Background: an optimization exercise with open tools, aiming at small area. Do not read the settings as production practice. The RTL was checked by simulation tests, not by an equivalence proof against the original design. No driver is modelled on the clock port, so clocking that relies on it looks cheaper here than on a real chip. Power is estimated from default activity; no workload was simulated.

Setup of wip/cedar:
// top_module
module top_module (
    input clk,
    input reset,
    input rx,
    output trigger,
    input echo,
    output tx,
    output [7:0] seg,
    output [3:0] an
);
Size: ~92 flip-flops, about 18 I/O pins.
clock: 15.0 ns
lec_check: 0
cap_margin: 20
core_margin: 2
core_utilization: 75
gpl_timing_driven: 0
slew_margin: 20
standard.sh (not shown) runs the stock make flow with config.mk's settings and CLKGATE_MAP_FILE= SYNTH_SCRIPT=/design/flow/synth_recipe.tcl, a recipe that flattens the netlist after the stock synthesis.
==> flow/flow/run.sh <==
#!/bin/bash
# Layout flow: the standard ORFS flow (standard.sh) with three changes
# that only affect how the layout is built:
#  - synthesis maps the combinational logic with an area-oriented ABC
#    script (flow/abc_area.script); registers are mapped exactly as in the
#    standard synthesis, before ABC runs
#  - ports are buffered with the smallest buffer cell
#  - the clock tree is built by flow/clock_tree.tcl: the clock port drives
#    four clkbuf_16, each feeding the registers of one placement cluster
# Each tool's full output is in the ORFS logs under orfs/logs and in
# flow_make.log.
set -euo pipefail
cp -r "$FLOW_HOME/scripts" "$PWD/scripts"
cp flow/abc_area.script scripts/abc_speed.script
bash standard.sh SCRIPTS_DIR="$PWD/scripts" \
  "BUFFER_PORTS_ARGS=-buffer_cell sky130_fd_sc_hd__buf_1" \
  "CTS_ARGS=-repair_clock_nets -dont_use_dummy_load" \
  PRE_CTS_TCL="$PWD/flow/clock_tree.tcl" \
  finish > flow_make.log 2>&1
==> flow/flow/clock_tree.tcl <==
# Clock tree: the clock port drives four clkbuf_16 directly, each feeding
# the clock sinks of one cluster (k-means on the placed sink positions).
set nb 4
set cell sky130_fd_sc_hd__clkbuf_16
set block [ord::get_db_block]
set clk_net [$block findNet clk]
set master [[ord::get_db] findMaster $cell]
set pts {}
foreach it [$clk_net getITerms] {
  set b [[$it getInst] getBBox]
  lappend pts [list $it [expr {([$b xMin] + [$b xMax]) / 2}] [expr {([$b yMin] + [$b yMax]) / 2}]]
}
# k-means on sink positions
set n [llength $pts]
set cent {}
set sorted [lsort -real -index 1 $pts]
for {set k 0} {$k < $nb} {incr k} {
  set p [lindex $sorted [expr {int(($k + 0.5) * $n / $nb)}]]
  lappend cent [list [lindex $p 1] [lindex $p 2]]
}
for {set iter 0} {$iter < 50} {incr iter} {
  set asg {}
  foreach p $pts {
    set best 0; set bd 1e30
    for {set k 0} {$k < $nb} {incr k} {
      set c [lindex $cent $k]
      set d [expr {abs([lindex $p 1] - [lindex $c 0]) + abs([lindex $p 2] - [lindex $c 1])}]
      if {$d < $bd} {set bd $d; set best $k}
    }
    lappend asg $best
  }
  set newc {}
  for {set k 0} {$k < $nb} {incr k} {
    set sx 0; set sy 0; set m 0
    foreach p $pts a $asg { if {$a == $k} { set sx [expr {$sx + [lindex $p 1]}]; set sy [expr {$sy + [lindex $p 2]}]; incr m } }
    if {$m > 0} { lappend newc [list [expr {$sx / $m}] [expr {$sy / $m}]] } else { lappend newc [lindex $cent $k] }
  }
  set cent $newc
}
for {set k 0} {$k < $nb} {incr k} {
  set buf [odb::dbInst_create $block $master clkbuf_leaf_$k]
  set leaf [odb::dbNet_create $block clknet_leaf_$k]
  $leaf setSigType CLOCK
  set m 0
  foreach p $pts a $asg {
    if {$a == $k} { set it [lindex $p 0]; $it disconnect; $it connect $leaf; incr m }
  }
  [$buf findITerm A] connect $clk_net
  [$buf findITerm X] connect $leaf
  set c [lindex $cent $k]
  $buf setLocation [expr {int([lindex $c 0])}] [expr {int([lindex $c 1])}]
  $buf setPlacementStatus PLACED
  puts "clkbuf_leaf_$k drives $m sinks"
  lappend skip clknet_leaf_$k
}
detailed_placement
set_cts_config -skip_nets [concat clk $skip]
Other scripts of this flow, unchanged in this note and not shown: flow/flow/abc_area.script
wip/cedar finished every step from synthesis to the final layout, and the layout passed the timing, DRC and antenna checks.
Setup changes, wip/cedar to wip/umber
--- a/flow/flow/run.sh
+++ b/flow/flow/run.sh
@@ -8,3 +8,3 @@
 #  - the clock tree is built by flow/clock_tree.tcl: the clock port drives
-#    four clkbuf_16, each feeding the registers of one placement cluster
+#    four buf_12, each feeding the registers of one placement cluster
 # Each tool's full output is in the ORFS logs under orfs/logs and in
--- a/flow/flow/clock_tree.tcl
+++ b/flow/flow/clock_tree.tcl
@@ -1,5 +1,5 @@
-# Clock tree: the clock port drives four clkbuf_16 directly, each feeding
+# Clock tree: the clock port drives four buf_12 directly, each feeding
 # the clock sinks of one cluster (k-means on the placed sink positions).
 set nb 4
-set cell sky130_fd_sc_hd__clkbuf_16
+set cell sky130_fd_sc_hd__buf_12
 set block [ord::get_db_block]
==> run notes <==
wip/umber: PASS, flow complete, no timing, DRC or antenna violations. Between wip/cedar and wip/umber, the combinational share of power does not differ in any meaningful way. wip/umber does better than wip/cedar on post-layout minimum cycle time. When wip/umber is set beside wip/cedar, its routed metal-1 wirelength turns out to be 13 um larger. Summary of the comparison: total routing usage reported by global routing is higher in wip/umber, relative to wip/cedar.
The inputs of wip/sierra differ from those of wip/umber as listed below.
Settings: a change of CAP_MARGIN from 20 to 0; a change of SLEW_MARGIN from 20 to 0.
--- a/flow/flow/run.sh
+++ b/flow/flow/run.sh
@@ -8,3 +8,3 @@
 #  - the clock tree is built by flow/clock_tree.tcl: the clock port drives
-#    four buf_12, each feeding the registers of one placement cluster
+#    four clkbuf_16, each feeding the registers of one placement cluster
 # Each tool's full output is in the ORFS logs under orfs/logs and in
--- a/flow/flow/clock_tree.tcl
+++ b/flow/flow/clock_tree.tcl
@@ -1,2 +1,2 @@
-# Clock tree: the clock port drives four buf_12 directly, each feeding
+# Clock tree: the clock port drives four clkbuf_16 directly, each feeding
 # the clock sinks of one cluster (k-means on the placed sink positions).
Notes after the runs:
wip/sierra: done, clean on timing, DRC and antenna
Higher via count of the routed design was reported by wip/umber, not wip/sierra.
The final reports for wip/sierra and wip/umber show via count of the first global-routing pass lower in the former.
| met2 track utilization from global routing | wip/sierra vs wip/umber | 0.59 points lower |
The met3 demand-to-capacity share in global routing of wip/sierra and that of wip/umber are within noise of each other.
Status: maximum frequency parity (wip/umber, wip/sierra)
Relative contribution of combinational cells to total power of wip/umber is on par with wip/sierra.
In terms of post-layout instance area, wip/umber and wip/sierra differ only marginally.
wip/umber → wip/sierra: wire length fell by 110 um; number of fill cells fell by 17.
Input-level comparison between wip/indigo and wip/sierra:
Settings: CAP_MARGIN now 20, was 0; SLEW_MARGIN now 20, was 0.
--- a/flow/flow/run.sh
+++ b/flow/flow/run.sh
@@ -8,3 +8,3 @@
 #  - the clock tree is built by flow/clock_tree.tcl: the clock port drives
-#    four clkbuf_16, each feeding the registers of one placement cluster
+#    four buf_12, each feeding the registers of one placement cluster
 # Each tool's full output is in the ORFS logs under orfs/logs and in
@@ -18,2 +18,3 @@
   PRE_CTS_TCL="$PWD/flow/clock_tree.tcl" \
+  SYNTH_INSBUF=0 \
   finish > flow_make.log 2>&1
--- a/flow/flow/clock_tree.tcl
+++ b/flow/flow/clock_tree.tcl
@@ -1,2 +1,2 @@
-# Clock tree: the clock port drives four clkbuf_16 directly, each feeding
+# Clock tree: the clock port drives four buf_12 directly, each feeding
 # the clock sinks of one cluster (k-means on the placed sink positions).
[summary]
Between wip/indigo and wip/sierra, it is wip/indigo whose minimum clock period after layout is higher, by 0.013 ns. Sort wip/sierra and wip/indigo by pre-CTS setup slack asc -> top: wip/indigo. Compared with wip/sierra, in wip/indigo final worst hold slack closely matched the old numbers, simple-gate share of the synthesized area essentially unchanged, wire length held steady. wip/indigo ends up with a total length of routed met2 wires that is 4.5% higher than in wip/sierra.

---

Setup of job 8199:
top_module again, from the RTL that the note above started with.
export LEC_CHECK = 0
export CAP_MARGIN = 20
export CORE_MARGIN = 2
export CORE_UTILIZATION = 75
export GPL_TIMING_DRIVEN = 0
export SLEW_MARGIN = 20
create_clock -name core_clock -period 15.0 [get_ports {clk}]
==> flow/flow/run.sh <==
#!/bin/bash
# Layout flow: the standard ORFS flow (standard.sh) with three changes
# that only affect how the layout is built:
#  - synthesis maps the combinational logic with an area-oriented ABC
#    script (flow/abc_area.script); registers are mapped exactly as in the
#    standard synthesis, before ABC runs
#  - ports are buffered with the smallest buffer cell
#  - the clock tree is built by flow/clock_tree.tcl: the clock port drives
#    four clkbuf_16, each feeding the registers of one placement cluster
# Each tool's full output is in the ORFS logs under orfs/logs and in
# flow_make.log.
set -euo pipefail
cp -r "$FLOW_HOME/scripts" "$PWD/scripts"
cp flow/abc_area.script scripts/abc_speed.script
bash standard.sh SCRIPTS_DIR="$PWD/scripts" \
  "BUFFER_PORTS_ARGS=-buffer_cell sky130_fd_sc_hd__buf_1" \
  "CTS_ARGS=-repair_clock_nets -dont_use_dummy_load" \
  PRE_CTS_TCL="$PWD/flow/clock_tree.tcl" \
  finish > flow_make.log 2>&1
==> flow/flow/clock_tree.tcl <==
# Clock tree: the clock port drives four clkbuf_16 directly, each feeding
# the clock sinks of one cluster (k-means on the placed sink positions).
set nb 4
set cell sky130_fd_sc_hd__buf_12
set block [ord::get_db_block]
set clk_net [$block findNet clk]
set master [[ord::get_db] findMaster $cell]
set pts {}
foreach it [$clk_net getITerms] {
  set b [[$it getInst] getBBox]
  lappend pts [list $it [expr {([$b xMin] + [$b xMax]) / 2}] [expr {([$b yMin] + [$b yMax]) / 2}]]
}
# k-means on sink positions
set n [llength $pts]
set cent {}
set sorted [lsort -real -index 1 $pts]
for {set k 0} {$k < $nb} {incr k} {
  set p [lindex $sorted [expr {int(($k + 0.5) * $n / $nb)}]]
  lappend cent [list [lindex $p 1] [lindex $p 2]]
}
for {set iter 0} {$iter < 50} {incr iter} {
  set asg {}
  foreach p $pts {
    set best 0; set bd 1e30
    for {set k 0} {$k < $nb} {incr k} {
      set c [lindex $cent $k]
      set d [expr {abs([lindex $p 1] - [lindex $c 0]) + abs([lindex $p 2] - [lindex $c 1])}]
      if {$d < $bd} {set bd $d; set best $k}
    }
    lappend asg $best
  }
  set newc {}
  for {set k 0} {$k < $nb} {incr k} {
    set sx 0; set sy 0; set m 0
    foreach p $pts a $asg { if {$a == $k} { set sx [expr {$sx + [lindex $p 1]}]; set sy [expr {$sy + [lindex $p 2]}]; incr m } }
    if {$m > 0} { lappend newc [list [expr {$sx / $m}] [expr {$sy / $m}]] } else { lappend newc [lindex $cent $k] }
  }
  set cent $newc
}
for {set k 0} {$k < $nb} {incr k} {
  set buf [odb::dbInst_create $block $master clkbuf_leaf_$k]
  set leaf [odb::dbNet_create $block clknet_leaf_$k]
  $leaf setSigType CLOCK
  set m 0
  foreach p $pts a $asg {
    if {$a == $k} { set it [lindex $p 0]; $it disconnect; $it connect $leaf; incr m }
  }
  [$buf findITerm A] connect $clk_net
  [$buf findITerm X] connect $leaf
  set c [lindex $cent $k]
  $buf setLocation [expr {int([lindex $c 0])}] [expr {int([lindex $c 1])}]
  $buf setPlacementStatus PLACED
  puts "clkbuf_leaf_$k drives $m sinks"
  lappend skip clknet_leaf_$k
}
detailed_placement
set_cts_config -skip_nets [concat clk $skip]
Other scripts of this flow, unchanged in this note and not shown: flow/flow/abc_area.script
Inputs modified between job 8199 and job 6526:
==> flow/flow/run.sh <==
#!/bin/bash
# Layout flow: the standard ORFS flow (standard.sh) with three changes
# that only affect how the layout is built:
#  - synthesis maps the combinational logic with an area-oriented ABC
#    script (flow/abc_area.script); registers are mapped exactly as in the
#    standard synthesis, before ABC runs
#  - ports are buffered with the smallest buffer cell, the constant output
#    too (SYNTH_INSBUF=0: synthesis adds no buffer of its own there)
#  - the clock tree is built by flow/clock_tree.tcl: the clock port drives
#    four buf_12, each feeding the registers of one placement cluster
# Each tool's full output is in the ORFS logs under orfs/logs and in
# flow_make.log.
set -euo pipefail
cp -r "$FLOW_HOME/scripts" "$PWD/scripts"
cp flow/abc_area.script scripts/abc_speed.script
bash standard.sh SCRIPTS_DIR="$PWD/scripts" \
  "BUFFER_PORTS_ARGS=-buffer_cell sky130_fd_sc_hd__buf_1" \
  "CTS_ARGS=-repair_clock_nets -dont_use_dummy_load" \
  PRE_CTS_TCL="$PWD/flow/clock_tree.tcl" \
  SYNTH_INSBUF=0 \
  finish > flow_make.log 2>&1
-- flow/flow/clock_tree.tcl --
<<< job 8199, line 1
# Clock tree: the clock port drives four clkbuf_16 directly, each feeding
# the clock sinks of one cluster (k-means on the placed sink positions).
set nb 4
>>> job 6526, line 1
# Clock tree: the clock port drives four buf_12 directly, each feeding
# the clock sinks of one cluster (k-means on the placed sink positions).
set nb 4
Taking job 8199 as the reference, in job 6526 gate count after technology mapping did not really move; top achievable clock speed decreased 0.41%; internal power consumption ~0 delta. On part of the cycle the worst path needs, job 8199 and job 6526 are neck and neck. Via count normalized by instance count was lower in job 6526 than in job 8199. Job 8199 and job 6526 ended up with nearly the same standby leakage power. Instance area after placement: job 6526 vs job 8199, no meaningful difference. Between job 8199 and job 6526, the difference in cell area power density is negligible. On post-route total power, job 6526 tracks job 8199 almost exactly. Job 6526 against job 8199: area of the core region held steady, die area held.

what the ideal ports hide:
The results above use ideal ports. As a check the final layouts listed here were re-extracted and re-timed, cells and wires unchanged.
Step 1 (the two cells are an assumption about what drives the block):
set clk [get_ports {clk}]
set_driving_cell -lib_cell sky130_fd_sc_hd__clkbuf_16 $clk
set_driving_cell -lib_cell sky130_fd_sc_hd__buf_2 [delete_from_list [all_inputs] $clk]
Step 2 moves the port delays by t, midway between the first and last clock arrival at a register: inputs arrive t later, outputs are due t later. That takes back most of the time a late clock gives input paths.
a / b / c = ideal / step 1 / step 2; a / b = the first two.
run | t, ns | setup WS [ns] | worst setup path after step 2 | pins driven straight from the clock port
wip/cedar | 0.224 | 9.626 / 9.553 / 9.777 | register to output | 4
wip/umber | 0.207 | 9.640 / 9.557 / 9.764 | register to output | 4
wip/sierra | 0.206 | 9.631 / 9.547 / 9.753 | register to output | 4
wip/indigo | 0.204 | 9.618 / 9.536 / 9.739 | register to output | 4
job 8199 | 0.207 | 9.640 / 9.557 / 9.764 | register to output | 4
job 6526 | 0.204 | 9.618 / 9.536 / 9.739 | register to output | 4
After both steps setup and hold are still met in every run listed.
